From an optimization exercise on the open Yosys and OpenROAD flow, aimed at small area, a short achievable clock period and few clock cycles; shortcuts taken in it are not production practice.
Where RTL was checked, it was by simulation tests only, not by an equivalence proof against the original.
Function not checked in run 4: the RTL went through the layout flow alone.
Power and IR drop assume default switching activity.

## flow/design.v (module list and top-level ports; edited modules follow where they fit)
// module pipereg: 19 lines
// module ROM: 17 lines
// module InstrFetch: 22 lines
// module PCUpdate: 31 lines
// module PredictCache: 27 lines
// module fetchLogic: 59 lines
// module IF: 69 lines
// module signExtend: 11 lines
// module registerFile: 55 lines
// module ControlUnit: 313 lines
// module idStage: 38 lines
// module IDControlUnit: 94 lines
// module ALU: 42 lines
// module Alu_Op_Selection: 42 lines
// module PC_Eval: 15 lines
// module EX_Stage: 133 lines
// module RAM: 24 lines
// module MemoryAccess: 50 lines
// module stageMA: 72 lines
// module stage_wb: 20 lines
// module FU: 31 lines
// module checkcc: 20 lines
// module branch_unit: 20 lines
// module Stall_Unit: 22 lines
// module HazardUnit: 99 lines
// module processor: 245 lines
module processor(
       input Clk,
       input Rst,
       output [31:0] IMemAddr,
       input  [31:0] IMemData,
       output [15:0] DMemAddr,
       output [31:0] DMemWData,
       output DMemWE,
       input  [31:0] DMemRData
    );
  // ...
==> flow/run.sh <==
#!/bin/bash
# synth_recipe.tcl (not shown) runs the flow's synth.tcl, then flattens the netlist and writes it again
# the make line also repeats each setting of config.mk as NAME=value (left out here)
make -C /OpenROAD-flow-scripts/flow DESIGN_CONFIG=/design/flow/config.mk WORK_HOME=/design/flow/orfs CLKGATE_MAP_FILE= SYNTH_SCRIPT=/design/flow/synth_recipe.tcl finish
==> flow/config.mk <==
export PLATFORM = sky130hd
export DESIGN_NAME = processor
export DESIGN_NICKNAME = processor
export VERILOG_FILES = /design/flow/design.v
export SDC_FILE = /design/flow/constraint.sdc
export NUM_CORES = 4
export LEC_CHECK = 0
export CAP_MARGIN = 20
export CORE_MARGIN = 2
export CORE_UTILIZATION = 40
export SLEW_MARGIN = 20
==> flow/constraint.sdc <==
create_clock -name core_clock -period 12.0 [get_ports {Clk}]
set_input_delay 2.4000 -clock core_clock [delete_from_list [all_inputs] [get_ports {Clk}]]
set_output_delay 2.4000 -clock core_clock [all_outputs]
set_load 0.01 [all_outputs]
==> impl_results.md, run 1 <==
* Outcome: no timing/DRC/antenna violations
* Worst reg2reg path depth at 36
* Main flop type after synthesis: edfxtp_1
* Sequential cells at 3792
* Clock network fraction of design power at 41.4%
* Multiplexer share of the synthesized area at 13.5%
* Finished Cell Area at 202000 um^2
* MaxCap Viol Count at 0
* Initial Util at 40.1%
* Maximum clock rate at 90.6 MHz
* XOR/XNOR Fraction of Synth Area at 0.846%
* Clk. pwr at 12.6 mW
* Met2 Track Usage GR at 43.2%
* Top Consumer: sequential cells
* NonClk Buf Share at 2.45%
* Max transition margin at 10.5%
* Comb pwr share at 9.8%
* WP data arrival at 11.94 ns
* Largest net degree at the start of global routing at 184
* Met3 GRT Util at 8.04%
* FF+latch area at 107000 um^2
* Period minus WS final at 11.03 ns
* Final hold vios at 0
* Die Width at 675 um
* Number of synthesized flops with an enable pin at 3136
==> module processor, before the edit <==
module processor(
       input Clk,
       input Rst,
       output [31:0] IMemAddr,
       input  [31:0] IMemData,
       output [15:0] DMemAddr,
       output [31:0] DMemWData,
       output DMemWE,
       input  [31:0] DMemRData
    );
    wire ID_FlushPipeandPC, ID_WriteEnable, PCStall, IF_ID_Stall, IF_ID_Flush, Imiss, ID_PCSrc;
    wire WB_RWE, IDEX_Stall, IDEX_Flush, EX_Valid;
    wire BR_Valid, BR_JmpCtrl, BR_BranchCtrl, PPC_Eq, w_need_Rs1, w_need_Rs2;
    wire EX_EXMA_Flush, EX_EXMA_Stall, MAWB_Flush, Dmiss;
    wire [1:0] ID_CB_o;
    wire [31:0] JMPIC;
    wire [31:0] JMPAddr;
    wire [31:0] JMPTarget;
    wire [31:0] ID_IR;
    wire [31:0] ID_PC;
    wire [31:0] ID_IAddr;
    wire [33:0] ID_PPCCB;
    IF fetch(
         .Clk(Clk),
         .Rst(Rst),
         .FlushPipeandPC(ID_FlushPipeandPC),
         .WriteEnable(ID_WriteEnable),
         .CB_o(ID_CB_o),  
         .PCStall(PCStall),
         .IF_ID_Stall(IF_ID_Stall),
         .IF_ID_Flush(IF_ID_Flush),
         .Imiss(Imiss),
         .JmpAddr(JMPAddr),
         .JmpInstrAddr(JMPIC),
         .JmpTarget(JMPTarget),
         .IMemAddr(IMemAddr),
         .IMemData(IMemData),
         .IR(ID_IR),
         .PC(ID_PC),
         .InstrAddr(ID_IAddr),
         .PCSource(ID_PCSrc),
         .PPCCB(ID_PPCCB)
    );
    wire [4:0] WB_RdsAddr;
    wire [31:0] EX_IC;
    wire [33:0] EX_PPCCB;
    wire [31:0] EX_PC;
    wire [4:0] EX_Rds;
    wire [4:0] EX_Rs1;  
    wire [4:0] EX_Rs2;  
    wire [31:0] EX_Op1;
    wire [31:0] EX_Op2;
    wire [31:0] EX_Im;
    wire [14:0] EX_ExCtrl;
    wire [1:0] EX_MA;
    wire [2:0] EX_WB;
    wire [4:0] ID_Rs1, ID_Rs2;
    wire ID_NeedRs1, ID_NeedRs2;
    wire [31:0] DataFromWB;  
    IDControlUnit decode(
         .Clk(Clk),
         .reset(Rst),
         .rf_we(WB_RWE),
         .WAddr(WB_RdsAddr),
         .WData(DataFromWB),
         .iIC(ID_IAddr),
         .iPPCCB(ID_PPCCB),
         .iPC(ID_PC), 
         .iValid(ID_PCSrc),
         .iIR(ID_IR),
         .stall(IDEX_Stall),
         .flush(IDEX_Flush),
         .oIC(EX_IC),
         .oPPCCB(EX_PPCCB),
         .oPC(EX_PC),
         .oValid(EX_Valid), 
         .oRDS(EX_Rds),
         .oRS1(EX_Rs1),
         .oRS2(EX_Rs2),
         .oOP1(EX_Op1),
         .oOP2(EX_Op2),
         .oIM(EX_Im),
         .oEX(EX_ExCtrl),
         .oMA(EX_MA),
         .oWB(EX_WB),
         .oIDRS1(ID_Rs1),
         .oIDRS2(ID_Rs2),
         .oIDNeedRS1(ID_NeedRs1),
         .oIDNeedRS2(ID_NeedRs2)
    );
        wire [31:0] ALU_Rslt_MA_WB;              
        wire [1:0] EX_Op1_ExS;
        wire [1:0] EX_Op2_ExS;
        wire [1:0] EX_NPC;
        wire [1:0] BR_CBI;        
        wire [3:0] condBits;
        wire [3:0] condCodes;
        wire [4:0] w_Rs1_addr;
        wire [4:0] w_Rs2_addr;
        wire [4:0] w_Rds_addr;     
        wire [2:0] WB_EX_MA;
        wire [1:0] MA_EX_MA;
        wire [31:0] ALUrslt_EX_MA;
        wire [31:0] Rs2val_EX_MA;
        wire [4:0] Rs2addr_EX_MA;  
        wire [31:0] PC_EX_MA;
        wire [4:0] Rdsaddr_EX_MA;
        wire [31:0] MEM_Fwd_Data = (WB_EX_MA[1:0] == 2'b10) ? PC_EX_MA : ALUrslt_EX_MA;
            EX_Stage execute(
        .clk(Clk),
        .reset(Rst),
        .i_Data_From_WB(DataFromWB),
        .i_Data_From_MEM(MEM_Fwd_Data),
        .i_Fwrd_Ctrl1(EX_Op1_ExS),
        .i_Fwrd_Ctrl2(EX_Op2_ExS),
        .i_EXMA_flush(EX_EXMA_Flush),
        .i_EXMA_stall(EX_EXMA_Stall),
        .i_NPC_Ctrl(EX_NPC[0]),
        .i_CC_Stall(IDEX_Stall),
        .i_WB_Ctrl(EX_WB),
        .i_MEM_Ctrl(EX_MA),
        .i_EX_Ctrl(EX_ExCtrl),
        .i_PC_Match(EX_Valid),
        .i_Valid_Bit(EX_Valid),
        .i_Rs1(EX_Op1),              
        .i_Rs2(EX_Op2),              
        .i_Immediate(EX_Im),        
        .i_Rs1_addr(EX_Rs1),
        .i_Rs2_addr(EX_Rs2),
        .i_Rds_addr(EX_Rds),
        .i_PC(EX_PC), 
        .i_PPCCB(EX_PPCCB),
        .i_IC(EX_IC),
        .o_CB(BR_CBI),
        .o_Valid_Bit(BR_Valid),
        .o_Jmp_Ctrl(BR_JmpCtrl),
        .o_Branch_Ctrl(BR_BranchCtrl),
        .o_CondBits(condBits),
        .o_CCodes(condCodes),
        .o_PPC_Eq(PPC_Eq),
        .o_IC(JMPIC),
        .o_New_PC(JMPAddr),
        .o_Target(JMPTarget),
        .o_Rs1_addr(w_Rs1_addr),
        .o_Rs2_addr(w_Rs2_addr),
        .o_Rds_addr(w_Rds_addr),     
        .o_need_Rs1(w_need_Rs1),
        .o_need_Rs2(w_need_Rs2),
        .o_EXMA_WB(WB_EX_MA),
        .o_EXMA_MEM(MA_EX_MA),
        .o_EXMA_ALU_rslt(ALUrslt_EX_MA),
        .o_EXMA_Rs2_val(Rs2val_EX_MA),
        .o_EXMA_Rs2_addr(Rs2addr_EX_MA),  
        .o_EXMA_PC(PC_EX_MA),
        .o_EXMA_Rds_addr(Rdsaddr_EX_MA)
        );
        wire [31:0] PCSrc_MA_WB;
        wire [4:0] RDS_MA_WB;
        wire [2:0] o_ma_WB;
        wire [31:0] Data_Mem_MA_WB;              
        wire [1:0] HU_MEM_RW;  
        wire [2:0] MA_EX_MA2;   
    stageMA MAccesss(
        .clk(Clk), 
        .rst(Rst), 
        .i_ma_WB(WB_EX_MA), 
        .i_ma_MA(MA_EX_MA), 
        .i_ma_ALU_rslt(ALUrslt_EX_MA), 
        .i_ma_Rs2_val(Rs2val_EX_MA),  
        .i_ma_Rs2_addr(Rs2addr_EX_MA),  
        .i_ma_PC(PC_EX_MA),  
        .i_ma_Rdst(Rdsaddr_EX_MA),  
        .i_ma_mux_wb(DataFromWB), 
        .i_OP1_MemS(1'b0),  
        .i_ma_flush(MAWB_Flush),
        .i_ma_stall(1'b0),  
        .DMemAddr(DMemAddr),
        .DMemWData(DMemWData),
        .DMemWE(DMemWE),
        .DMemRData(DMemRData),
        .o_ma_PC(PCSrc_MA_WB),  
        .o_ma_Rdst(RDS_MA_WB),  
        .o_ma_ALU_rslt(ALU_Rslt_MA_WB),  
        .o_ma_WB(o_ma_WB),  
        .o_ma_EX_MEM_Rs2(), 
        .o_ma_EX_MEM_MA(HU_MEM_RW),
        .o_miss(Dmiss),  
        .o_ma_mem_out(Data_Mem_MA_WB)
    );
    stage_wb WBack (
        .clk(Clk),
        .rst(Rst),
        .i_wb_pc(PCSrc_MA_WB),
        .i_wb_data_o_ma(Data_Mem_MA_WB),  
        .i_wb_alu_rslt(ALU_Rslt_MA_WB),  
        .i_wb_cntrl(o_ma_WB), 
        .i_wb_rdst(RDS_MA_WB), 
        .o_wb_rdst(WB_RdsAddr), 
        .o_wb_reg_write_rf(WB_RWE), 
        .o_wb_mux(DataFromWB), 
        .o_wb_reg_dst_s() 
    );
    HazardUnit HazardU(
         .ID__Need_Rs1(ID_NeedRs1),
         .ID__Need_Rs2(ID_NeedRs2),
         .ID__Rs1(ID_Rs1),
         .ID__Rs2(ID_Rs2),
         .IDex__Load(EX_MA[0] & ~EX_MA[1] & EX_WB[2] & (EX_WB[1:0] == 2'b00)),
         .IDex__Rdst(EX_Rds),
         .IDex__Need_Rs2(w_need_Rs2),
         .IDex__Need_Rs1(w_need_Rs1),
         .IDex__Rs1(w_Rs1_addr),
         .IDex__Rs2(w_Rs2_addr),
         .EXmem__RW_MEM(HU_MEM_RW[1]),
         .EXmem__MemEnable(HU_MEM_RW[0]),
         .EXmem__R_WE(WB_EX_MA[2]),
         .EXmem__Rdst(Rdsaddr_EX_MA),
         .EXmem__RDst_S(WB_EX_MA[1:0]),
         .MEMwb__Rdst(WB_RdsAddr),
         .MEMwb__R_WE(WB_RWE),
         .OP1_ExS(EX_Op1_ExS),
         .OP2_ExS(EX_Op2_ExS),
         .PcMatchValid(BR_Valid),
         .BranchInstr(BR_BranchCtrl),
         .JumpInstr(BR_JmpCtrl),
         .PredicEqRes(PPC_Eq),
         .CtrlIn(BR_CBI),
         .CtrlOut(ID_CB_o),
         .FlushPipePC(ID_FlushPipeandPC),
         .WriteEnable(ID_WriteEnable),
         .NPC(EX_NPC),
         .cc4(condCodes),             
         .cond_bits(condBits),
         .i_DCache_Miss(Dmiss),  
         .i_ICache_Miss(Imiss),  
         .o_PC_Stall(PCStall),    
         .o_IFID_Stall(IF_ID_Stall),  
         .o_IDEX_Stall(IDEX_Stall),  
         .o_EXMA_Stall(EX_EXMA_Stall),  
         .o_EXMA_Flush(EX_EXMA_Flush),  
         .o_MAWB_Flush(MAWB_Flush),  
         .Flush_IF_ID(IF_ID_Flush),
         .Flush_ID_EX(IDEX_Flush)
        );
endmodule
==> run 2, diff against run 1 <==
==> flow/design.v (replaced) <==
`timescale 1ns / 1ps
module processor(
       input Clk,
       input Rst,
       output [31:0] IMemAddr,
       input  [31:0] IMemData,
       output [15:0] DMemAddr,
       output [31:0] DMemWData,
       output DMemWE,
       input  [31:0] DMemRData
    );
    integer i;
    reg  [9:0]  pc;
    reg  [31:0] ir;
    reg         d_v;
    reg  [10:0] d_pc1;      
    reg         e_we, e_fl, e_st;
    reg         e_add, e_sub, e_or, e_and, e_xor, e_not, e_pb, e_ld;
    reg  [4:0]  e_rd;
    reg  [31:0] e_a, e_b, e_sd;
    reg  [15:0] e_addr;
    reg         fz, fn, fc, fv;
    reg  [31:0] rf [0:31];
    reg  [31:0] rfv;        
    assign IMemAddr  = {20'b0, pc, 2'b00};
    assign DMemAddr  = e_addr;
    assign DMemWData = e_sd;
    assign DMemWE    = e_st;
    wire [31:0] bx  = e_sub ? ~e_b : e_b;
    wire [32:0] sum = {1'b0, e_a} + {1'b0, bx} + {32'b0, e_sub};
    wire al_z = e_sub ? (e_a == e_b) : ((e_a ^ e_b) == {e_a[30:0] | e_b[30:0], 1'b0});
    wire al_n = sum[31];
    wire al_c = sum[32] ^ e_sub;
    wire al_v = (e_a[31] == bx[31]) & (sum[31] != e_a[31]);
    wire [31:0] e_res = ({32{e_add}} & sum[31:0])
                      | ({32{e_or }} & (e_a | e_b))
                      | ({32{e_and}} & (e_a & e_b))
                      | ({32{e_xor}} & (e_a ^ e_b))
                      | ({32{e_not}} & ~e_a)
                      | ({32{e_pb }} & e_b)
                      | ({32{e_ld }} & DMemRData);
    wire [4:0] op   = ir[31:27];
    wire is_add = op == 5'd1;
    wire is_sub = op == 5'd2;
    wire is_or  = op == 5'd3;
    wire is_and = op == 5'd4;
    wire is_not = op == 5'd5;
    wire is_xor = op == 5'd6;
    wire is_cmp = op == 5'd7;
    wire is_b   = op == 5'd8;
    wire is_jmp = op == 5'd9;
    wire is_ld  = op == 5'd10;
    wire is_ldi = op == 5'd11;
    wire is_ldx = op == 5'd12;
    wire is_st  = op == 5'd13;
    wire is_stx = op == 5'd14;
    wire [4:0] rs1 = ir[21:17];
    wire [4:0] rb  = (is_st | is_stx) ? ir[26:22] : ir[15:11];
    wire [31:0] s1 = (32'b1 << rs1) & rfv;
    wire [31:0] s2 = (32'b1 << rb)  & rfv;
    reg  [31:0] r1, r2;
    always @* begin
        r1 = 32'b0;
        r2 = 32'b0;
        for (i = 0; i < 32; i = i + 1) begin
            r1 = r1 | ({32{s1[i]}} & rf[i]);
            r2 = r2 | ({32{s2[i]}} & rf[i]);
        end
    end
    wire byp1 = e_we & (e_rd == rs1);
    wire byp2 = e_we & (e_rd == rb);
    wire [31:0] v1  = byp1 ? e_res : r1;
    wire [31:0] v2  = byp2 ? e_res : r2;
    wire [31:0] v1f = byp1 ? e_b : r1;
    wire stall = d_v & (is_jmp | is_ldx | is_stx) & byp1 & ~e_pb;
    wire z = e_fl ? al_z : fz;
    wire n = e_fl ? al_n : fn;
    wire c = e_fl ? al_c : fc;
    wire v = e_fl ? al_v : fv;
    reg  cbase;
    always @* begin
        case (ir[25:23])
            3'b000: cbase = 1'b1;
            3'b001: cbase = ~c;
            3'b010: cbase = ~v;
            3'b011: cbase = z;
            3'b100: cbase = ~(n ^ v);
            3'b101: cbase = ~z & ~(n ^ v);
            3'b110: cbase = ~n;
            default: cbase = 1'b1;
        endcase
    end
    wire taken = (ir[25:23] != 3'b111) & (cbase ^ ir[26]);
    wire [9:0]  tgt_b = d_pc1[9:0] + ir[11:2];
    wire [11:0] jsum  = v1f[11:0] + ir[11:0];
    wire [9:0]  tgt_j = jsum[11:2];
    wire redir_b = d_v & is_b & taken;
    wire redir_j = d_v & is_jmp & ~stall;
    wire redirect = redir_b | redir_j;
    wire [10:0] pc_inc = {1'b0, pc} + 11'd1;
    wire [9:0]  pc_nxt = redir_j ? tgt_j :
                         redir_b ? tgt_b :
                         stall   ? pc    : pc_inc[9:0];
    wire dv = d_v & ~stall;
    always @(posedge Clk) begin
        if (Rst) begin
            pc  <= 10'b0;
            d_v <= 1'b0;
        end else begin
            pc <= pc_nxt;
            if (!stall)
                d_v <= ~redirect;
        end
        if (!stall) begin
            ir    <= IMemData;
            d_pc1 <= pc_inc;
        end
    end
    always @(posedge Clk) begin
        if (Rst) begin
            e_we <= 1'b0;
            e_fl <= 1'b0;
            e_st <= 1'b0;
        end else begin
            e_we <= dv & (is_add | is_sub | is_or | is_and | is_not | is_xor |
                          is_ld | is_ldi | is_ldx | (is_jmp & ir[16]));
            e_fl <= dv & (is_add | is_sub | is_cmp);
            e_st <= dv & (is_st | is_stx);
        end
        e_add  <= is_add | is_sub | is_cmp;
        e_sub  <= is_sub | is_cmp;
        e_or   <= is_or;
        e_and  <= is_and;
        e_xor  <= is_xor;
        e_not  <= is_not;
        e_pb   <= is_ldi | is_jmp;
        e_ld   <= is_ld | is_ldx;
        e_rd   <= ir[26:22];
        e_a    <= v1;
        e_b    <= is_ldi ? {{10{ir[21]}}, ir[21:0]} :
                  is_jmp ? {19'b0, d_pc1, 2'b00} :
                  ir[16] ? {{16{ir[15]}}, ir[15:0]} : v2;
        e_sd   <= v2;
        e_addr <= ((is_ldx | is_stx) ? v1f[15:0] : 16'b0) + ir[15:0];
    end
    always @(posedge Clk) begin
        if (Rst) begin
            fz <= 1'b0; fn <= 1'b0; fc <= 1'b0; fv <= 1'b0;
        end else if (e_fl) begin
            fz <= al_z; fn <= al_n; fc <= al_c; fv <= al_v;
        end
    end
    always @(posedge Clk) begin
        if (e_we)
            rf[e_rd] <= e_res;
        if (Rst)
            rfv <= 32'b0;
        else if (e_we)
            rfv[e_rd] <= 1'b1;
    end
endmodule
==> impl_results.md, run 2 <==
* Sequential-to-total area share from yosys stat at 62.7%
* Comb pwr share at 4.4% (-5.4 points)
* Iteration-0 DRC Markers at 11200
* Period minus WS final at 6.38 ns (-4.66 ns)
* Post-synthesis instance area at 56700 um^2
* Final setup TNS at 0 ns
* IO buf count at 124
* Synth area leaders: edfxtp_1 (57%), a22oi_1 (9.0%), dfxtp_1 (6.2%)
* Finished Cell Area at 65200 um^2 (-68%)
* Mapped Cells at 4351
* Internal power at 7.43 mW
* CTS resizes at 0
* Initial Util at 40.2% (+0.046 points)
* Slowest CP cell: and3_2
* Die ar. at 145000 um^2
* Most common cell in the netlist: edfxtp_1
* Hold buffers post-CTS at 0
* DR WL/cell at 42.7 um
* Library cells used by synthesis at 86
* Grt ovf at 0
* Worst skew pair latency at 0.81 ns
* Yosys reg bits at 1242
* Switching power at 2.19 mW
* Worst hold path class: register to register
* Hold_ws at 0.486 ns
* First-pass iteration count of the detailed router at 11
* CP Data Required Time at 12.68 ns
* # H-tree levels at 4
* Largest net degree at the start of global routing at 52 (-72%)
* Slew @ Worst Pin at 1.35 ns
* Pwr Density at 147 nW/um^2
* Root buf cell: clkbuf_16
* Largest register FFs at 1024
* Number of synthesized flops with an enable pin at 1067 (-66%)
* LEAKAGE at 22.1 nW
* # setup viols final at 0
* Clock buffer count from CTS at 135
* Post-synth top cells: edfxtp_1 (1067), a22oi_1 (681), a221oi_1 (214), nor2_1 (213), nand4_1 (199)
* Sw frac at 22.8%
* CTS Buffer Depth at 3
* Async SR Flop Fraction at 0%
* Synth top area share at 56.5%
* WP data arrival at 7.05 ns (-4.89 ns)
* Maximum clock rate at 157 MHz (+73%)
* GPL Wtd Cong at 0.991
* Top cell type by total area after synthesis: edfxtp_1
* IO Count at 147
* Commonest non-fill, non-tap cell in the layout: edfxtp_1
* Vias in the first global route at 44500
* Main flop type after synthesis: edfxtp_1
* Most Frequent Cell on Critical Path: a21boi_0
* Cell Area, Placed at 60500 um^2
* Max transition margin at 9.68% (-0.78 points)
* R2r setup slk at 5.62 ns
* Clock sink total at 1242
* Die Y-Extent at 380 um
* Crit. End Element: register
* Yosys Warn Count at 1
* Die Width at 380 um (-44%)
* Core footprint at 141000 um^2
* DRC viols at 0
* Final hold vios at 0 (unchanged)
* Layout fillers at 12400
* Crit-path cells: nor3b_2, and3_2, buf_4, a221oi_1, nand4_1, nor3_1, nand4_1, a21boi_0, nand2_1, inv_1, ha_1, a21o_1, a21oi_1, o21ai_0, a21oi_1, nand2b_1, a21boi_0, o21ai_0, a21boi_0, o21a_1, or4_1, a311o_1, xnor2_1
* Post-Route WL at 275 mm
* Final ANT Viol Nets at 0
* Maximum vdd drop at 0.000160 V
* Critical Path Source Type: register
* Clk_skew at 0.0530 ns
* Biggest register: rf
* All-Layer GR Usage at 36.8%
* Most frequent cells in the layout: edfxtp_1 (1067), a22oi_1 (681), a221oi_1 (214)
* Initial antenna violation count at 16
* Syn avg cell area at 13.0 um^2
* # rows at 138
* Synthesis-to-finish area growth at 15.1%
* Share of layout cells above drive strength 1 at 11.5%
* Unrepaired setup endpoints after global routing: no
* CTS clk-pin slew, worst paths at 0.06 ns
* CP Class: register to register
* Setup slack at placement at 5.96 ns
* Top fanout value on the critical path at 19
* Slew Viols, Final at 0
* Final worst slack at 5.62 ns
* Post-CTS Setup Repair Bufs at 0
* Dpl hpwl at 160 mm
* Final #Nets at 4647
* First-pass GRT wire length at 368 mm
* Vias per cell at 7.47
* TritonCTS clock tree: built
* Total power at 9.62 mW
* Outcome: no timing/DRC/antenna violations
* Slowest stage delay, CP at 0.75 ns
* MaxCap Viol Count at 0 (unchanged)
* Final worst-path cycle share at 53.1%
* Reg power frac at 49.9%
* Clock network fraction of design power at 45.6% (+4.2 points)
* Vias at 48200
[run 2: changes by cell type in the layout (fill, tap and decap cells not counted), sizes merged, moves of 236 or more]
cell / previous run / this run
edfxtp: 3136 / 1067
nand2: 1512 / 89
mux4: 758 / 0
a22oi: 47 / 681
buf: 421 / 155
and3: 1024 / 74
diode: 249 / 13
nor2: 2485 / 214
mux2i: 614 / 25
nand3: 358 / 77
dfxtp: 656 / 175
clkbuf: 583 / 156
[run 2: area by class of cell]
type	instances	area [um^2]	share of cell area [%]
antenna	13	32.5	0.0499
clock buffer	156	3560	5.46
clock inverter	93	1070	1.64
inverter	116	435	0.668
multi-input combinational	2671	19800	30.4
sequential	1242	35500	54.5
tap	1890	2360	3.63
timing repair buffer	278	2390	3.67
[run 2: kinds of logic (layout without fill, tap and decap cells)]
group                      count (synthesis)  in the layout  synth area share [%]
and+or+nand+nor                          860            860                  8.17
DFF                                     1242           1242                  62.7
adders and majority gates                137            137                  3.06
AOI/OAI and AO/OA                       1471           1471                  19.8
buffers and inverters                    459            643                  3.42
xor gates and xnor gates                 145            145                  2.24
muxes                                     36             36                 0.660
other                                      1             35               0.00661
[run 2: critical path: cells and delay by family, from the launching register on]
kind	cells	cell delay [ns]
AND/OR/NAND/NOR	8	2.34
AO/OA/AOI/OAI	11	2.16
XOR/XNOR	1	0.12
adder cells (fa/ha/maj)	1	0.22
flip-flops	1	0.68
buffers and inverters	2	0.69
[run 2: stage by stage]
stage,instances,util [%]
finish,6459,46.2
global route,6451,46.2
CTS,6446,46.2
detailed placement,6197,42.9
global placement,6197,42.9
floorplan,4372,-
[run 2: metal layers]
metal | global-route usage, % | routed length (um) | share of wire (%) | vias to the layer above
li1 | - | - | - | 17900
met1 | 46.0 | 96300 | 35 | 23500
met2 | 52.0 | 111000 | 40 | 5338
met3 | 17.8 | 48000 | 17 | 1462
met4 | 19.5 | 19500 | 7.1 | 18
met5 | 1.09 | 361 | 0.13 | -
[run 2: path summary, 6_finish.rpt]
check / to / depth (start not counted) / startpoint
hold reg to reg: fc$_SDFF_PP0_ / 2 / fc$_SDFF_PP0_
setup / recovery: e_addr[15]$_DFF_P_ / 23 / ir[17]$_DFFE_PN_
hold / removal: fc$_SDFF_PP0_ / 2 / fc$_SDFF_PP0_
setup reg to reg: e_addr[15]$_DFF_P_ / 23 / ir[17]$_DFFE_PN_
[run 2: power groups by stage]
stage | sequential, mW | combinational, mW | clock, mW
2_1_floorplan | 4.87 | 0.240 | 0
3_3_place_gp | 4.89 | 0.413 | 0
3_5_place_dp | 4.89 | 0.414 | 0
4_1_cts | 4.80 | 0.417 | 4.40
5_1_grt | 4.80 | 0.455 | 4.56
6_report | 4.80 | 0.428 | 4.39
Testbench counts of run 2, summed over its fixed seeds: cycles 123,439.
==> run 3, diff against run 2 <==
--- a/flow/design.v
+++ b/flow/design.v
@@ -19,6 +19,8 @@
     reg  [4:0]  e_rd;
     reg  [31:0] e_a, e_b, e_sd;
     reg  [15:0] e_addr;
+    reg  [31:0] d_s1, d_s2;   
+    reg         d_b1, d_b2;   
     reg         fz, fn, fc, fv;
     reg  [31:0] rf [0:31];
     reg  [31:0] rfv;        
@@ -26,9 +28,9 @@
     assign DMemAddr  = e_addr;
     assign DMemWData = e_sd;
     assign DMemWE    = e_st;
-    wire [31:0] bx  = e_sub ? ~e_b : e_b;
+    wire [31:0] bx  = e_b;
     wire [32:0] sum = {1'b0, e_a} + {1'b0, bx} + {32'b0, e_sub};
-    wire al_z = e_sub ? (e_a == e_b) : ((e_a ^ e_b) == {e_a[30:0] | e_b[30:0], 1'b0});
+    wire al_z = e_sub ? ((e_a ^ e_b) == 32'hFFFFFFFF) : ((e_a ^ e_b) == {e_a[30:0] | e_b[30:0], 1'b0});
     wire al_n = sum[31];
     wire al_c = sum[32] ^ e_sub;
     wire al_v = (e_a[31] == bx[31]) & (sum[31] != e_a[31]);
@@ -56,8 +58,8 @@
     wire is_stx = op == 5'd14;
     wire [4:0] rs1 = ir[21:17];
     wire [4:0] rb  = (is_st | is_stx) ? ir[26:22] : ir[15:11];
-    wire [31:0] s1 = (32'b1 << rs1) & rfv;
-    wire [31:0] s2 = (32'b1 << rb)  & rfv;
+    wire [31:0] s1 = d_s1 & rfv;
+    wire [31:0] s2 = d_s2 & rfv;
     reg  [31:0] r1, r2;
     always @* begin
         r1 = 32'b0;
@@ -67,8 +69,8 @@
             r2 = r2 | ({32{s2[i]}} & rf[i]);
         end
     end
-    wire byp1 = e_we & (e_rd == rs1);
-    wire byp2 = e_we & (e_rd == rb);
+    wire byp1 = e_we & d_b1;
+    wire byp2 = e_we & d_b2;
     wire [31:0] v1  = byp1 ? e_res : r1;
     wire [31:0] v2  = byp2 ? e_res : r2;
     wire [31:0] v1f = byp1 ? e_b : r1;
@@ -102,6 +104,10 @@
                          redir_b ? tgt_b :
                          stall   ? pc    : pc_inc[9:0];
     wire dv = d_v & ~stall;
+    wire [31:0] nir   = stall ? ir : IMemData;
+    wire        n_sst = (nir[31:27] == 5'd13) | (nir[31:27] == 5'd14);
+    wire [4:0]  n_rs1 = nir[21:17];
+    wire [4:0]  n_rb  = n_sst ? nir[26:22] : nir[15:11];
     always @(posedge Clk) begin
         if (Rst) begin
             pc  <= 10'b0;
@@ -115,6 +121,10 @@
             ir    <= IMemData;
             d_pc1 <= pc_inc;
         end
+        d_s1 <= 32'b1 << n_rs1;
+        d_s2 <= 32'b1 << n_rb;
+        d_b1 <= ir[26:22] == n_rs1;
+        d_b2 <= ir[26:22] == n_rb;
     end
     always @(posedge Clk) begin
         if (Rst) begin
@@ -139,6 +149,7 @@
         e_a    <= v1;
         e_b    <= is_ldi ? {{10{ir[21]}}, ir[21:0]} :
                   is_jmp ? {19'b0, d_pc1, 2'b00} :
+                  (is_sub | is_cmp) ? ~(ir[16] ? {{16{ir[15]}}, ir[15:0]} : v2) :
                   ir[16] ? {{16{ir[15]}}, ir[15:0]} : v2;
         e_sd   <= v2;
         e_addr <= ((is_ldx | is_stx) ? v1f[15:0] : 16'b0) + ir[15:0];
==> impl_results.md, run 3 <==
* Outcome: no timing/DRC/antenna violations
* Multiplexer share of the synthesized area at 0.909% (+0.25 points)
* Number of synthesized flops with an enable pin at 1047 (-1.9%)
* Synth top area share at 54.0% (-2.5 points)
* Met3 WL post-DR at 52.3 mm (+8.9%)
* CTS Buffer Depth at 3 (unchanged)
* First-pass iteration count of the detailed router at 16 (+5)
* Clk_skew at 0.0372 ns (-0.0158 ns)
* Crit-path cells: and2_2, buf_4, a22o_1, a221oi_1, nand3_1, nor3_1, a22oi_1, and2_1, ha_1, o21ai_0, a21boi_0, o21ai_0, a21boi_0, o21ai_0, a21boi_0, o21ai_0, a21oi_1, nor2_1, o311ai_0
* Hold_ws at 0.457 ns (-0.0296 ns)
* Worst skew pair latency at 0.79 ns (-0.02 ns)
* Clock sink total at 1308 (+5.3%)
* Sequential-to-total area share from yosys stat at 62.9% (+0.25 points)
* Biggest register: rf
* Largest family of logic cells by synthesized area: compound AO/OA/AOI/OAI gates
* Slew @ Worst Pin at 1.32 ns (-0.0349 ns)
* Maximum vdd drop at 0.000108 V (-32%)
* Slowest CP cell: nor3_1
* Critical Path Source Type: register
* CP Data Required Time at 12.65 ns (-0.03 ns)
* CP Class: register to register
* Vias at 51200 (+6.1%)
* Hold buffers post-CTS at 0 (unchanged)
* Met2 wire len at 114 mm (+2.7%)
* Hold path start: ir[22]$_DFF_P_
* # setup viols final at 0 (unchanged)
* Commonest non-fill, non-tap cell in the layout: edfxtp_1
* Unrepaired setup endpoints after global routing: no
* Die Y-Extent at 386 um (+1.4%)
* Die ar. at 149000 um^2 (+2.7%)
* DR WL/cell at 42.7 um (+0.13%)
* Most frequent cells in the layout: edfxtp_1 (1047), a22oi_1 (503), a221oi_1 (263)
* Setup slack at placement at 6.69 ns (+0.731 ns)
* Library cells used by synthesis at 96 (+12%)
* Most common cell in the netlist: edfxtp_1
* Syn avg cell area at 12.6 um^2 (-3.4%)
* Root buf cell: clkbuf_16
* Mapped Cells at 4626 (+6.3%)
* CTS clk-pin slew, worst paths at 0.06 ns (about the same)
* Async SR Flop Fraction at 0% (unchanged)
* Most Frequent Cell on Critical Path: o21ai_0
* Sum of routed wire segments on met1 at 94.2 mm (-2.1%)
* # rows at 140 (+1.4%)
* Top Layer Used: met5
* Initial Util at 40.2% (about the same)
* First-pass GRT wire length at 386 mm (+4.7%)
* Post-synthesis instance area at 58300 um^2 (+2.7%)
* Max transition margin at 11.7% (+2.0 points)
* FF+latch area at 36700 um^2 (+3.2%)
* Layout Cells excl Fill at 6776 (+4.9%)
* Worst reg2reg path depth at 19 (-17%)
* Vias in the first global route at 46500 (+4.4%)
* Simple-gate share of the synthesized area at 8.51% (+0.35 points)
* Worst reg2reg startpoint: rfv[7]$_SDFFE_PP0P_
* Fin util at 46.1% (-0.14 points)
* All-Layer GR Usage at 37.8% (+1.0 points)
* Main flop type after synthesis: edfxtp_1
* Iteration-0 DRC Markers at 12600 (+13%)
* Period minus WS final at 5.59 ns (-0.791 ns)
* TritonCTS clock tree: built
* Top fanout value on the critical path at 18 (-1)
* Finished Cell Area at 66900 um^2 (+2.5%)
* CTS resizes at 0 (unchanged)
* Pwr Density at 148 nW/um^2 (+0.62%)
* Cell Area, Placed at 62100 um^2 (+2.6%)
* Layout fillers at 12900 (+3.5%)
* # H-tree levels at 4 (unchanged)
* Final hold vios at 0 (unchanged)
* MaxCap Viol Count at 0 (unchanged)
* Post-CTS Setup Repair Bufs at 0 (unchanged)
* Initial antenna violation count at 19 (+3)
* Slew Viols, Final at 0 (unchanged)
* Dpl hpwl at 163 mm (+2.3%)
* Total power at 9.92 mW (+3.2%)
* Largest net degree at the start of global routing at 49 (-5.8%)
* Vias per cell at 7.56 (+1.2%)
* Synth area leaders: edfxtp_1 (54%), dfxtp_1 (9.0%), a22oi_1 (6.5%)
* LEAKAGE at 23.0 nW (+4.1%)
* Final worst-path cycle share at 46.6% (-6.6 points)
* Multi-input logic area at 20100 um^2 (+1.6%)
* Slowest stage delay, CP at 0.85 ns (+0.10 ns)
* Final ANT Viol Nets at 0 (unchanged)
* Largest register FFs at 1024 (unchanged)
* Worst hold path class: register to register
* R2r setup slk at 6.41 ns (+0.79 ns)
* Synth Area in Compound Gates at 20.3% (+0.59 points)
* Final #Nets at 4890 (+5.2%)
* DRC viols at 0 (unchanged)
* Maximum clock rate at 179 MHz (+14%)
* Synthesis-to-finish area growth at 14.8%
* Worst Hold End: e_rd[0]$_DFF_P_
* FF-to-FF End: e_addr[14]$_DFF_P_
* GPL Wtd Cong at 0.970 (-2.1%)
* Final setup TNS at 0 ns (unchanged)
* Final worst slack at 6.41 ns (+0.791 ns)
* Post-Synth Adder-Cell Area at 2.35% (-0.71 points)
* DP Cell Count at 6492 (+4.8%)
* Grt ovf at 0 (unchanged)
* Crit. End Element: register
* Clock buffer count from CTS at 138 (+2.2%)
* WP data arrival at 6.24 ns (-0.81 ns)
* Share of layout cells above drive strength 1 at 11.0% (-0.54 points)
* Core footprint at 145000 um^2 (+2.8%)
* Yosys Warn Count at 1 (unchanged)
* Die Width at 386 um (+1.4%)
* IO Count at 147 (unchanged)
* IO buf count at 124 (unchanged)
* Post-Route WL at 289 mm (+5.0%)
* Top cell type by total area after synthesis: edfxtp_1
* Yosys reg bits at 1308 (+5.3%)
* Hold path cells at 0 (-2)
* XOR/XNOR Fraction of Synth Area at 1.55% (-0.69 points)
* Post-synth top cells: edfxtp_1 (1047), a22oi_1 (503), a221oi_1 (263), dfxtp_1 (261), nor2_1 (247)
[run 3: metal layers]
| layer | GRT usage, % | vias up |
|---|---|---|
| met5 | 1.43 | - |
| met4 | 25.8 | 27 |
| met3 | 19.4 | 1926 |
| met2 | 52.9 | 5938 |
| met1 | 44.7 | 24500 |
| li1 | - | 18800 |
[run 3: critical path: cells and delay by family (launching register included)]
| family | cells | cell delay [ns] |
|---|---|---|
| buffers and inverters | 1 | 0.46 |
| AND/OR/NAND/NOR | 5 | 1.82 |
| AO/OA/AOI/OAI | 12 | 2.56 |
| flip-flops | 1 | 0.32 |
| adder cells (fa/ha/maj) | 1 | 0.31 |
[run 3: how the worst max path moves through the flow]
stage,start,endpoint,slack (ns),cells past startpoint
2_1_floorplan,DMemRData[20],rf[0][20]$_DFFE_PP_,7.43,5
3_3_place_gp,DMemRData[12],rf[1][12]$_DFFE_PP_,6.42,5
3_5_place_dp,DMemRData[17],e_b[17]$_DFF_P_,6.69,10
4_1_cts,rfv[0]$_SDFFE_PP0P_,e_addr[14]$_DFF_P_,6.72,21
5_1_grt,rfv[7]$_SDFFE_PP0P_,e_addr[14]$_DFF_P_,6.06,19
6_report,rfv[7]$_SDFFE_PP0P_,e_addr[14]$_DFF_P_,6.41,19
[run 3: cells by family (layout without fill, tap and decap cells)]
group | Yosys count | in the layout
AO/OA/AOI/OAI | 1556 | 1556
XOR/XNOR | 103 | 103
adder cells (fa/ha/maj) | 107 | 107
buffers and inverters | 491 | 677
flip-flops | 1308 | 1308
multiplexers | 50 | 50
other | 1 | 48
AND/OR/NAND/NOR | 1010 | 1010
[run 3: layout make-up]
cell class	count	share of cell area (%)
antenna	26	0.0973
clock buffer	183	5.77
clock inverter	73	1.20
inverter	142	0.797
multi-input combinational	2848	30.1
sequential	1308	54.8
tap	1917	3.59
timing repair buffer	279	3.59
[run 3: power breakdown]
| part | internal (mW) | switching, mW |
|---|---|---|
| registers | 4.96 | 0.0460 |
| clock network | 2.54 | 1.90 |
| logic | 0.141 | 0.322 |
Testbench counts of run 3, summed over its fixed seeds: cycles 123,439.
==> run 4, diff against run 3 <==
--- a/flow/design.v
+++ b/flow/design.v
@@ -17,7 +17,7 @@
     reg         e_we, e_fl, e_st;
     reg         e_add, e_sub, e_or, e_and, e_xor, e_not, e_pb, e_ld;
     reg  [4:0]  e_rd;
-    reg  [31:0] e_a, e_b, e_sd;
+    reg  [31:0] e_a, e_b;       
     reg  [15:0] e_addr;
     reg  [31:0] d_s1, d_s2;   
     reg         d_b1, d_b2;   
@@ -26,7 +26,7 @@
     reg  [31:0] rfv;        
     assign IMemAddr  = {20'b0, pc, 2'b00};
     assign DMemAddr  = e_addr;
-    assign DMemWData = e_sd;
+    assign DMemWData = e_b;
     assign DMemWE    = e_st;
     wire [31:0] bx  = e_b;
     wire [32:0] sum = {1'b0, e_a} + {1'b0, bx} + {32'b0, e_sub};
@@ -149,9 +149,9 @@
         e_a    <= v1;
         e_b    <= is_ldi ? {{10{ir[21]}}, ir[21:0]} :
                   is_jmp ? {19'b0, d_pc1, 2'b00} :
+                  (is_st | is_stx) ? v2 :
                   (is_sub | is_cmp) ? ~(ir[16] ? {{16{ir[15]}}, ir[15:0]} : v2) :
                   ir[16] ? {{16{ir[15]}}, ir[15:0]} : v2;
-        e_sd   <= v2;
         e_addr <= ((is_ldx | is_stx) ? v1f[15:0] : 16'b0) + ir[15:0];
     end
     always @(posedge Clk) begin
==> flow/flow/run.sh (new file) <==
#!/bin/bash
set -euo pipefail
bash standard.sh SETUP_SLACK_MARGIN=8 TNS_END_PERCENT=100 finish > standard_flow.log 2>&1
==> flow/standard.sh (new file) <==
#!/bin/bash
# synth_recipe.tcl (not shown) runs the flow's synth.tcl, then flattens the netlist and writes it again
# the make line also repeats each setting of config.mk as NAME=value (left out here)
make -C /OpenROAD-flow-scripts/flow DESIGN_CONFIG=/design/flow/config.mk WORK_HOME=/design/flow/orfs CLKGATE_MAP_FILE= SYNTH_SCRIPT=/design/flow/synth_recipe.tcl "${@:-finish}"
--- a/flow/config.mk
+++ b/flow/config.mk
@@ -7,5 +7,5 @@
 export LEC_CHECK = 0
 export CAP_MARGIN = 20
 export CORE_MARGIN = 2
-export CORE_UTILIZATION = 40
+export CORE_UTILIZATION = 30
 export SLEW_MARGIN = 20
removed: flow/run.sh
==> impl_results.md, run 4 <==
* Maximum clock rate at 225 MHz (+25%)
* Die Width at 441 um (+14%)
* Most common cell in the netlist: edfxtp_1
* Reg power frac at 51.2% (+0.7 points)
* Library cells used by synthesis at 86 (-10%)
* Clock sink total at 1276 (-2.4%)
* XOR/XNOR Fraction of Synth Area at 1.51% (-0.036 points)
* Comb pwr share at 5.4% (+0.7 points)
* IO Count at 147 (unchanged)
* Biggest register: rf
* Final hold vios at 0 (unchanged)
* CP Data Required Time at 12.73 ns (+0.08 ns)
* Clock network fraction of design power at 43.4% (-1.5 points)
* # H-tree levels at 4 (unchanged)
* CP Class: register to register
* First-pass iteration count of the detailed router at 17 (+1)
* Largest family of logic cells by synthesized area: compound AO/OA/AOI/OAI gates
* Max transition margin at 8.21% (-3.5 points)
* Core footprint at 190000 um^2 (+31%)
* CTS Buffer Depth at 3 (unchanged)
* GPL Wtd Cong at 0.995 (+2.6%)
* Sequential-to-total area share from yosys stat at 62.9% (-0.087 points)
* Number of synthesized flops with an enable pin at 1047 (unchanged)
* Initial Util at 30.2% (-10 points)
* TritonCTS clock tree: built
* Pwr Density at 137 nW/um^2 (-7.4%)
* Synth Area in Compound Gates at 20.8% (+0.41 points)
* Maximum vdd drop at 0.000166 V (+54%)
* Slowest CP cell: nor3_1
* Sw frac at 23.3% (+0.43 points)
* Slew Viols, Final at 0 (unchanged)
* Mapped Cells at 4547 (-1.7%)
* Commonest non-fill, non-tap cell in the layout: edfxtp_1
* Clock buffer count from CTS at 135 (-2.2%)
* Most frequent cells in the layout: edfxtp_1 (1047), a22oi_1 (491), a221oi_1 (261)
* Largest register FFs at 1024 (unchanged)
* Synth area leaders: edfxtp_1 (55%), dfxtp_1 (8.0%), a22oi_1 (6.6%)
* Async SR Flop Fraction at 0% (unchanged)
* Post-synthesis instance area at 57300 um^2 (-1.6%)
* Root buf cell: clkbuf_16
* Post-Route WL at 299 mm (+3.4%)
* Simple-gate share of the synthesized area at 8.33% (-0.18 points)
* First-pass GRT wire length at 396 mm (+2.7%)
* Initial antenna violation count at 16 (-3)
* DR WL/cell at 40.2 um (-5.9%)
* All-Layer GR Usage at 29.5% (-8.3 points)
* Slowest stage delay, CP at 0.97 ns (+0.12 ns)
* Post-Synth Adder-Cell Area at 2.39% (+0.038 points)
* Die ar. at 195000 um^2 (+31%)
* Vias per cell at 7.00 (-7.3%)
* Share of layout cells above drive strength 1 at 17.7% (+6.7 points)
* Final ANT Viol Nets at 0 (unchanged)
* Crit. End Element: register
* Internal power at 7.33 mW (-4.1%)
* Switching power at 2.23 mW (-1.8%)
* Worst hold path class: register to register
* Top fanout value on the critical path at 18 (unchanged)
* Crit-path cells: buf_4, and2_2, a21oi_1, nand2_1, a221oi_1, nand4_1, nor3_1, a221oi_1, ha_1, or4b_2, o211ai_1, a211o_1
* Worst skew pair latency at 0.82 ns (+0.03 ns)
* Die Y-Extent at 441 um (+14%)
* Main flop type after synthesis: edfxtp_1
* Outcome: no timing/DRC/antenna violations
* Iteration-0 DRC Markers at 12900 (+2.2%)
* Clk_skew at 0.0341 ns (-0.00314 ns)
* Syn avg cell area at 12.6 um^2 (about the same)
* Critical Path Source Type: register
* Final worst-path cycle share at 37.1% (-9.5 points)
* Dpl hpwl at 168 mm (+2.9%)
* Final #Nets at 4979 (+1.8%)
* Yosys reg bits at 1276 (-2.4%)
* CTS clk-pin slew, worst paths at 0.06 ns (about the same)
* Multiplexer share of the synthesized area at 0.646% (-0.26 points)
* MaxCap Viol Count at 0 (unchanged)
* LEAKAGE at 23.9 nW (+3.8%)
* Grt ovf at 0 (unchanged)
* Post-synth top cells: edfxtp_1 (1047), a22oi_1 (502), a221oi_1 (280), clkbuf_1 (239), nor2_1 (230)
* # rows at 160 (+14%)
* Period minus WS final at 4.45 ns (-1.13 ns)
* Vias in the first global route at 47000 (+1.1%)
* R2r setup slk at 7.55 ns (+1.13 ns)
* Vias at 52200 (+1.9%)
* Most Frequent Cell on Critical Path: a221oi_1
* Synthesis-to-finish area growth at 21.5%
* WP data arrival at 5.18 ns (-1.06 ns)
* Fin util at 36.7% (-9.4 points)
* Unrepaired setup endpoints after global routing: yes
* Slew @ Worst Pin at 1.38 ns (+0.0570 ns)
* Yosys Warn Count at 1 (unchanged)
* DRC viols at 0 (unchanged)
* Top cell type by total area after synthesis: edfxtp_1
* # setup viols final at 0 (unchanged)
* Largest net degree at the start of global routing at 49 (unchanged)
* Final setup TNS at 0 ns (unchanged)
* Synth top area share at 54.9% (+0.88 points)
* IO buf count at 124 (unchanged)
==> run 4: cell types whose count changed after synthesis, sizes merged, moves of 14 or more <==
cell,previous run,this run
a22o,192,206
a2bb2oi,16,1
nor2,247,231
dfxtp,261,229
a21o,22,8
a211oi,26,11
a221oi,264,280
o221ai,8,24
o22ai,13,31
==> run 4: power groups by stage <==
stage	logic [mW]	registers, mW	clock network [mW]
2_1_floorplan	0.254	4.97	0
3_5_place_dp	0.463	4.99	0
6_report	0.516	4.90	4.15
5_1_grt	0.540	4.90	4.29
3_3_place_gp	0.458	4.99	0
4_1_cts	0.476	4.90	4.13
==> run 4: logic make-up (layout without fill, tap and decap cells) <==
family / count (synthesis) / after routing
compound gates: 1567 / 1567
xor+xnor: 99 / 99
fa+ha+maj: 107 / 107
buf+inv: 489 / 837
flops: 1276 / 1276
mux: 37 / 37
other cells: 1 / 43
simple gates: 971 / 972
==> run 4: worst max-delay path: cells and delay by family, from the launching register on <==
family / cells / cell delay [ns]
flops: 1 / 0.34
compound gates: 5 / 1.08
buf+inv: 1 / 0.19
simple gates: 5 / 2.35
fa+ha+maj: 1 / 0.41
==> run 4: layer usage <==
layer / vias to the layer above / track usage, % / routed length [um]
li1: 18900 / - / -
met1: 25000 / 34.3 / 96500
met2: 6199 / 41.8 / 119000
met3: 2012 / 14.9 / 53600
met4: 26 / 21.1 / 29900
met5: - / 0.0993 / 514
==> run 4: final timing paths <==
kind	cells past startpoint	endpoint	from
max	12	e_addr[14]$_DFF_P_	e_we$_SDFF_PP0_
min	0	e_rd[0]$_DFF_P_	ir[22]$_DFF_P_
min reg2reg	0	e_rd[0]$_DFF_P_	ir[22]$_DFF_P_
max reg2reg	12	e_addr[14]$_DFF_P_	e_we$_SDFF_PP0_
==> run 4: timing repair <==
item                       4_1_cts  5_1_grt
setup endpoints to repair      600      202
resized for setup              377      138
pin swaps                       59       43
hold buffers                     0        0
cloned                          16        1
setup buffers                  105       35
==> run 4: final cells by class <==
class                      instances  area, um^2
antenna                           21        52.6
clock buffer                     190        3820
clock inverter                    58         448
fill                           17900      120000
inverter                         142         551
multi-input combinational       2804       20900
sequential                      1276       36100
tap                             2511        3140
timing repair buffer             443        4580
timing repair inverter             4        30.0
==> run 4: per-stage QoR <==
stage	instances	area [um^2]	worst slack, ns	power [mW]	hold WS [ns]
2_1_floorplan	4568	57500	7.96	5.23	0.329
3_3_place_gp	7016	62000	6.32	5.45	0.433
4_1_cts	7386	68500	7.77	9.50	0.445
3_5_place_dp	7017	62000	6.49	5.46	0.431
5_1_grt	7431	69600	7.64	9.73	0.445
6_report	7449	69700	7.55	9.57	0.440
==> run 5, diff against run 4 <==
--- a/flow/design.v
+++ b/flow/design.v
@@ -1,3 +1,34 @@
+`timescale 1ns / 1ps
+module pfx_add #(parameter W = 16) (
+    input  [W-1:0] a,
+    input  [W-1:0] b,
+    input          cin,
+    output [W-1:0] s,
+    output         cout
+);
+    localparam L = (W + 1 > 32) ? 6 : (W + 1 > 16) ? 5 : (W + 1 > 8) ? 4 : (W + 1 > 4) ? 3 : 2;
+    wire [W:0] g [0:L];
+    wire [W:0] p [0:L];
+    assign g[0] = {a & b, cin};
+    assign p[0] = {a ^ b, 1'b0};
+    genvar l, k;
+    generate
+        for (l = 0; l < L; l = l + 1) begin : lv
+            for (k = 0; k <= W; k = k + 1) begin : bt
+                if (((k >> l) & 1) == 1) begin : cmb
+                    localparam integer J = ((k >> l) << l) - 1;
+                    assign g[l+1][k] = g[l][k] | (p[l][k] & g[l][J]);
+                    assign p[l+1][k] = p[l][k] & p[l][J];
+                end else begin : pas
+                    assign g[l+1][k] = g[l][k];
+                    assign p[l+1][k] = p[l][k];
+                end
+            end
+        end
+    endgenerate
+    assign s    = (a ^ b) ^ g[L][W-1:0];
+    assign cout = g[L][W];
+endmodule
 `timescale 1ns / 1ps
 module processor(
        input Clk,
@@ -14,6 +45,11 @@
     reg  [31:0] ir;
     reg         d_v;
     reg  [10:0] d_pc1;      
+    reg         d_pt;       
+    reg         d_jf;       
+    reg         d_jp;       
+    reg  [11:0] d_jchk;     
+    reg  [9:0]  ras;        
     reg         e_we, e_fl, e_st;
     reg         e_add, e_sub, e_or, e_and, e_xor, e_not, e_pb, e_ld;
     reg  [4:0]  e_rd;
@@ -29,7 +65,8 @@
     assign DMemWData = e_b;
     assign DMemWE    = e_st;
     wire [31:0] bx  = e_b;
-    wire [32:0] sum = {1'b0, e_a} + {1'b0, bx} + {32'b0, e_sub};
+    wire [32:0] sum;
+    pfx_add #(32) alu_add (.a(e_a), .b(bx), .cin(e_sub), .s(sum[31:0]), .cout(sum[32]));
     wire al_z = e_sub ? ((e_a ^ e_b) == 32'hFFFFFFFF) : ((e_a ^ e_b) == {e_a[30:0] | e_b[30:0], 1'b0});
     wire al_n = sum[31];
     wire al_c = sum[32] ^ e_sub;
@@ -58,8 +95,8 @@
     wire is_stx = op == 5'd14;
     wire [4:0] rs1 = ir[21:17];
     wire [4:0] rb  = (is_st | is_stx) ? ir[26:22] : ir[15:11];
-    wire [31:0] s1 = d_s1 & rfv;
-    wire [31:0] s2 = d_s2 & rfv;
+    wire [31:0] s1 = d_s1;
+    wire [31:0] s2 = d_s2;
     reg  [31:0] r1, r2;
     always @* begin
         r1 = 32'b0;
@@ -74,7 +111,7 @@
     wire [31:0] v1  = byp1 ? e_res : r1;
     wire [31:0] v2  = byp2 ? e_res : r2;
     wire [31:0] v1f = byp1 ? e_b : r1;
-    wire stall = d_v & (is_jmp | is_ldx | is_stx) & byp1 & ~e_pb;
+    wire stall = d_v & ((is_jmp & ~d_jf) | is_ldx | is_stx) & byp1 & ~e_pb;
     wire z = e_fl ? al_z : fz;
     wire n = e_fl ? al_n : fn;
     wire c = e_fl ? al_c : fc;
@@ -94,25 +131,46 @@
     end
     wire taken = (ir[25:23] != 3'b111) & (cbase ^ ir[26]);
     wire [9:0]  tgt_b = d_pc1[9:0] + ir[11:2];
-    wire [11:0] jsum  = v1f[11:0] + ir[11:0];
+    wire [11:0] jsum;
+    pfx_add #(12) j_add (.a(v1f[11:0]), .b(ir[11:0]), .cin(1'b0), .s(jsum), .cout());
     wire [9:0]  tgt_j = jsum[11:2];
-    wire redir_b = d_v & is_b & taken;
-    wire redir_j = d_v & is_jmp & ~stall;
+    wire redir_b = d_v & is_b & (taken ^ d_pt);
+    wire jp_ok   = d_jp & (v1f[11:0] == d_jchk);
+    wire redir_j = d_v & is_jmp & ~stall & ~d_jf & ~jp_ok;
     wire redirect = redir_b | redir_j;
     wire [10:0] pc_inc = {1'b0, pc} + 11'd1;
+    wire       f_bt  = (IMemData[31:27] == 5'd8) & IMemData[22] &
+                       (IMemData[25:23] != 3'b111) & (IMemData[26:23] != 4'b1000);
+    wire [9:0] f_tgt;
+    pfx_add #(10) bt_add (.a(pc), .b(IMemData[11:2]), .cin(1'b1), .s(f_tgt), .cout());
+    wire        f_jmp  = IMemData[31:27] == 5'd9;
+    wire        f_jf   = f_jmp & d_v & is_ldi & (IMemData[21:17] == ir[26:22]);
+    wire        f_jp   = f_jmp & ~f_jf;
+    wire [11:0] f_jtgt, f_jchk;
+    pfx_add #(12) jf_add (.a(ir[11:0]), .b(IMemData[11:0]), .cin(1'b0), .s(f_jtgt), .cout());
+    pfx_add #(12) jc_add (.a({ras, 2'b00}), .b(~IMemData[11:0]), .cin(1'b1), .s(f_jchk), .cout());
+    wire [15:0] addr_sum;
+    pfx_add #(16) a_add (.a((is_ldx | is_stx) ? v1f[15:0] : 16'b0), .b(ir[15:0]), .cin(1'b0), .s(addr_sum), .cout());
     wire [9:0]  pc_nxt = redir_j ? tgt_j :
-                         redir_b ? tgt_b :
-                         stall   ? pc    : pc_inc[9:0];
+                         redir_b ? (d_pt ? d_pc1[9:0] : tgt_b) :
+                         stall   ? pc    :
+                         f_jf    ? f_jtgt[11:2] :
+                         f_jp    ? ras   :
+                         f_bt    ? f_tgt : pc_inc[9:0];
     wire dv = d_v & ~stall;
     wire [31:0] nir   = stall ? ir : IMemData;
     wire        n_sst = (nir[31:27] == 5'd13) | (nir[31:27] == 5'd14);
     wire [4:0]  n_rs1 = nir[21:17];
     wire [4:0]  n_rb  = n_sst ? nir[26:22] : nir[15:11];
+    wire [31:0] rfv_n = Rst ? 32'b0 : (rfv | ({31'b0, e_we} << e_rd));
     always @(posedge Clk) begin
         if (Rst) begin
             pc  <= 10'b0;
             d_v <= 1'b0;
+            ras <= 10'b0;
         end else begin
+            if (dv & is_jmp & ir[16])
+                ras <= d_pc1[9:0];
             pc <= pc_nxt;
             if (!stall)
                 d_v <= ~redirect;
@@ -120,9 +178,13 @@
         if (!stall) begin
             ir    <= IMemData;
             d_pc1 <= pc_inc;
-        end
-        d_s1 <= 32'b1 << n_rs1;
-        d_s2 <= 32'b1 << n_rb;
+            d_pt  <= f_bt;
+            d_jf  <= f_jf;
+            d_jp  <= f_jp;
+            d_jchk <= f_jchk;
+        end
+        d_s1 <= (32'b1 << n_rs1) & rfv_n;
+        d_s2 <= (32'b1 << n_rb)  & rfv_n;
         d_b1 <= ir[26:22] == n_rs1;
         d_b2 <= ir[26:22] == n_rb;
     end
@@ -152,7 +214,7 @@
                   (is_st | is_stx) ? v2 :
                   (is_sub | is_cmp) ? ~(ir[16] ? {{16{ir[15]}}, ir[15:0]} : v2) :
                   ir[16] ? {{16{ir[15]}}, ir[15:0]} : v2;
-        e_addr <= ((is_ldx | is_stx) ? v1f[15:0] : 16'b0) + ir[15:0];
+        e_addr <= addr_sum;
     end
     always @(posedge Clk) begin
         if (Rst) begin
@@ -164,9 +226,6 @@
     always @(posedge Clk) begin
         if (e_we)
             rf[e_rd] <= e_res;
-        if (Rst)
-            rfv <= 32'b0;
-        else if (e_we)
-            rfv[e_rd] <= 1'b1;
+        rfv <= rfv_n;
     end
 endmodule
--- a/flow/config.mk
+++ b/flow/config.mk
@@ -8,4 +8,5 @@
 export CAP_MARGIN = 20
 export CORE_MARGIN = 2
 export CORE_UTILIZATION = 30
+export PLACE_DENSITY = 0.4
 export SLEW_MARGIN = 20
==> impl_results.md, run 5 <==
* LEAKAGE at 24.8 nW (+3.7%)
* Sequential-to-total area share from yosys stat at 62.5% (-0.39 points)
* Largest register FFs at 1024 (unchanged)
* Pwr Density at 145 nW/um^2 (+5.6%)
* Commonest non-fill, non-tap cell in the layout: edfxtp_1
* Maximum clock rate at 180 MHz (-20%)
* MaxCap Viol Count at 0 (unchanged)
* Unrepaired setup endpoints after global routing: yes
* DR WL/cell at 45.4 um (+13%)
* Outcome: no timing/DRC/antenna violations
* Slew Viols, Final at 0 (unchanged)
* Post-Route WL at 344 mm (+15%)
* Iteration-0 DRC Markers at 9677 (-25%)
* Post-synth top cells: edfxtp_1 (1061), a22oi_1 (722), dfxtp_1 (239), clkbuf_1 (229), nor2_1 (223)
* Share of layout cells above drive strength 1 at 18.8% (+1.1 points)
* Period minus WS final at 5.56 ns (+1.10 ns)
* Yosys Warn Count at 5 (+4)
* Crit. End Element: register
* Mapped Cells at 4578 (+0.68%)
* Dpl hpwl at 200 mm (+19%)
* WP data arrival at 6.27 ns (+1.09 ns)
* Worst reg2reg startpoint: e_sub$_DFF_P_
* Synth top area share at 54.3% (-0.55 points)
* R2r setup slk at 6.44 ns (-1.10 ns)
* Layout fillers at 18800 (+4.8%)
* Initial antenna violation count at 17 (+1)
* Biggest register: rf
* Max transition margin at 18.3% (+10 points)
* Vias at 51000 (-2.3%)
* Slew @ Worst Pin at 1.23 ns (-0.151 ns)
* CTS clk-pin slew, worst paths at 0.06 ns (about the same)
* Final hold vios at 0 (unchanged)
* Number of synthesized flops with an enable pin at 1061 (+1.3%)
* Final ANT Viol Nets at 0 (unchanged)
* Synthesis-to-finish area growth at 23.5%
* Async SR Flop Fraction at 0% (unchanged)
* Clock buffer count from CTS at 152 (+13%)
* Final setup TNS at 0 ns (unchanged)
* Hold buffers post-CTS at 0 (unchanged)
* TritonCTS clock tree: built
* Finished Cell Area at 72500 um^2 (+4.0%)
* Synth area leaders: edfxtp_1 (54%), a22oi_1 (9.2%), dfxtp_1 (8.2%)
* # rows at 162 (+1.3%)
* # setup viols final at 0 (unchanged)
* Multi-input logic area at 21900 um^2 (+4.8%)
* Main flop type after synthesis: edfxtp_1
* Clock sink total at 1300 (+1.9%)
* Critical path origin: e_sub$_DFF_P_
* Die ar. at 199000 um^2 (+2.3%)
* Vias per cell at 6.72 (-4.1%)
* First-pass iteration count of the detailed router at 7 (-10)
* Maximum vdd drop at 0.000156 V (-6.2%)
* FF-to-FF End: pc[2]$_SDFFE_PP0P_
* Root buf cell: clkbuf_16
* Post-synthesis instance area at 58700 um^2 (+2.4%)
* Worst reg2reg path depth at 25 (+13)
* Vias in the first global route at 47500 (+1.0%)
* Fin util at 37.2% (+0.58 points)
* IO buf count at 124 (unchanged)
* Critical Path Source Type: register
* Worst skew pair latency at 0.85 ns (+0.03 ns)
* Most common cell in the netlist: edfxtp_1
* Largest net degree at the start of global routing at 54 (+10%)
* Clk_skew at 0.0535 ns (+0.0194 ns)
* Yosys reg bits at 1300 (+1.9%)
* Worst hold path class: register to register
* Library cells used by synthesis at 83 (-3.5%)
* Hold path cells at 0 (unchanged)
* GPL Wtd Cong at 0.898 (-9.7%)
* Initial Util at 30.1% (about the same)
* CP Data Required Time at 12.71 ns (-0.02 ns)
* First-pass GRT wire length at 446 mm (+13%)
* Syn avg cell area at 12.8 um^2 (+1.7%)
* Die Width at 446 um (+1.2%)
* CP Class: register to register
* Final #Nets at 5132 (+3.1%)
* Cell Area, Placed at 63800 um^2 (+2.9%)
* Final worst-path cycle share at 46.3% (+9.2 points)
* Core footprint at 195000 um^2 (+2.4%)
* DRC viols at 0 (unchanged)
* CTS Buffer Depth at 3 (unchanged)
* # H-tree levels at 4 (unchanged)
* Most frequent cells in the layout: edfxtp_1 (1061), a22oi_1 (707), buf_4 (254)
* Top cell type by total area after synthesis: edfxtp_1
* Grt ovf at 0 (unchanged)
* Top fanout value on the critical path at 6 (-12)
* FF+latch area at 36800 um^2 (+2.0%)
* Die Y-Extent at 446 um (+1.2%)
* Crit path to: pc[2]$_SDFFE_PP0P_
* IO Count at 147 (unchanged)
* All-Layer GR Usage at 33.2% (+3.7 points)
## run 5: changes by cell type in the layout (fill, tap and decap cells not counted), sizes merged, moves of 19 or more
cell	previous run	this run
ha	103	129
mux2i	37	57
nand2	200	133
buf	305	341
a22o	206	122
a21oi	197	140
and2	79	25
a221oi	280	150
nor3	72	53
and3	16	89
a22oi	502	722
nand3	183	155
nor4	10	52
## run 5: critical path, cell delays in order (launching register included)
cell and delay, ns:
dfxtp_4 0.35, buf_12 0.12, fa_2 0.39, a211oi_4 0.31
o21ai_4 0.11, a311oi_4 0.47, nor3_4 0.07, o2111ai_2 0.22
a31oi_2 0.13, o21ai_1 0.19, nand2b_1 0.13, fa_2 0.60
xor2_2 0.10, a31oi_4 0.25, buf_4 0.16, o21ai_4 0.06
o2bb2ai_4 0.19, o21ai_2 0.18, o211ai_4 0.11, buf_12 0.16
mux2i_4 0.20, buf_6 0.16, buf_6 0.12, or4_1 0.49
nand3b_1 0.11, o21ai_1 0.06
## run 5: area by class of cell
type                            instances  area share, %
Inverter                              150          0.825
Timing Repair Buffer                  471           6.59
Tap cell                             2542           4.39
Clock buffer                          191           5.64
Clock inverter                         85           1.41
Timing Repair inverter                  6         0.0622
Antenna cell                            9         0.0311
Sequential cell                      1300           50.8
Multi-Input combinational cell       2837           30.2
## run 5: cell families after synthesis
kind of cell	count (synthesis)	share of synthesized area [%]
flip-flops	1300	62.5
XOR/XNOR	126	1.88
multiplexers	60	1.05
AO/OA/AOI/OAI	1527	19.6
adder cells (fa/ha/maj)	149	3.42
other	1	0.00639
AND/OR/NAND/NOR	952	8.38
buffers and inverters	463	3.15
## run 5: timing repair
item / 4_1_cts / 5_1_grt
gates cloned: 6 / 13
gates resized for setup: 272 / 342
buffers inserted: 43 / 108
pin swaps: 31 / 66
hold endpoints to repair: 0 / 0
endpoints found under the setup margin: 385 / 389
## run 5: worst min-delay path by stage
stage / from / endpoint / slack, ns
after floorplan: ir[26]$_DFF_P_ / e_rd[4]$_DFF_P_ / 0.33
after global placement: ir[22]$_DFF_P_ / e_rd[0]$_DFF_P_ / 0.47
after detailed placement: ir[22]$_DFF_P_ / e_rd[0]$_DFF_P_ / 0.47
after CTS: ir[22]$_DFF_P_ / e_rd[0]$_DFF_P_ / 0.48
after global routing: ir[22]$_DFF_P_ / e_rd[0]$_DFF_P_ / 0.50
final: ir[22]$_DFF_P_ / e_rd[0]$_DFF_P_ / 0.47
## run 5: where the power goes
group | switching (mW) | total [mW] | internal, mW | leakage [nW]
clock network | 2.06 | 4.86 | 2.80 | 2.46
logic | 0.428 | 0.646 | 0.218 | 10.7
registers | 0.0581 | 5.00 | 4.95 | 11.6
## run 5: per-layer routing
metal | part of all wire, % | up-vias | global-route usage, %
li1 | - | 19300 | -
met5 | 0.022 | - | 0
met3 | 13 | 987 | 10.4
met4 | 5.7 | 10 | 16.3
met1 | 38 | 26400 | 43.6
met2 | 43 | 4348 | 49.3
## run 5: per-stage QoR
stage	instances	total power [mW]	setup WS, ns	hold WS, ns
4_1_cts	7459	10.5	6.70	0.481
5_1_grt	7583	10.7	6.25	0.498
6_report	7591	10.5	6.44	0.471
3_3_place_gp	7132	5.68	5.58	0.473
2_1_floorplan	4599	5.38	7.27	0.326
3_5_place_dp	7134	5.68	5.49	0.473
Testbench counts of run 5, summed over its fixed seeds: cycles 108,459.

[what the ideal ports hide]
In the flow no input, the clock included, has a driving cell. The finished layouts below were timed again as built, in two steps. Step 1 (the two cells are an assumption about what drives the block):
set clk [get_ports {Clk}]
set_driving_cell -lib_cell sky130_fd_sc_hd__clkbuf_16 $clk
set_driving_cell -lib_cell sky130_fd_sc_hd__buf_2 [delete_from_list [all_inputs] $clk]
Step 2 times the ports against the registers' clock, not the clock port: input delays grow and output delays shrink by t, the midpoint of the rising clock arrivals with the driver on. Slacks: ideal ports / drivers / drivers and shift; pairs: ideal ports / drivers.
run | t (ns) | slack for setup (ns) | worst setup path after step 2
run 1 | 1.106 | 0.965 / 0.965 / 0.965 | register to register
run 2 | 0.877 | 5.622 / 5.622 / 5.622 | register to register
run 3 | 0.853 | 6.414 / 6.414 / 6.401 | input to register
run 4 | 0.885 | 7.548 / 7.548 / 7.174 | input to register
run 5 | 0.921 | 6.443 / 6.443 / 6.443 | register to register
After both steps setup and hold are still met in every run listed. The setup slack of run 4, which loses most, moves by 0.000 ns with the drivers and by -0.374 ns with both steps.
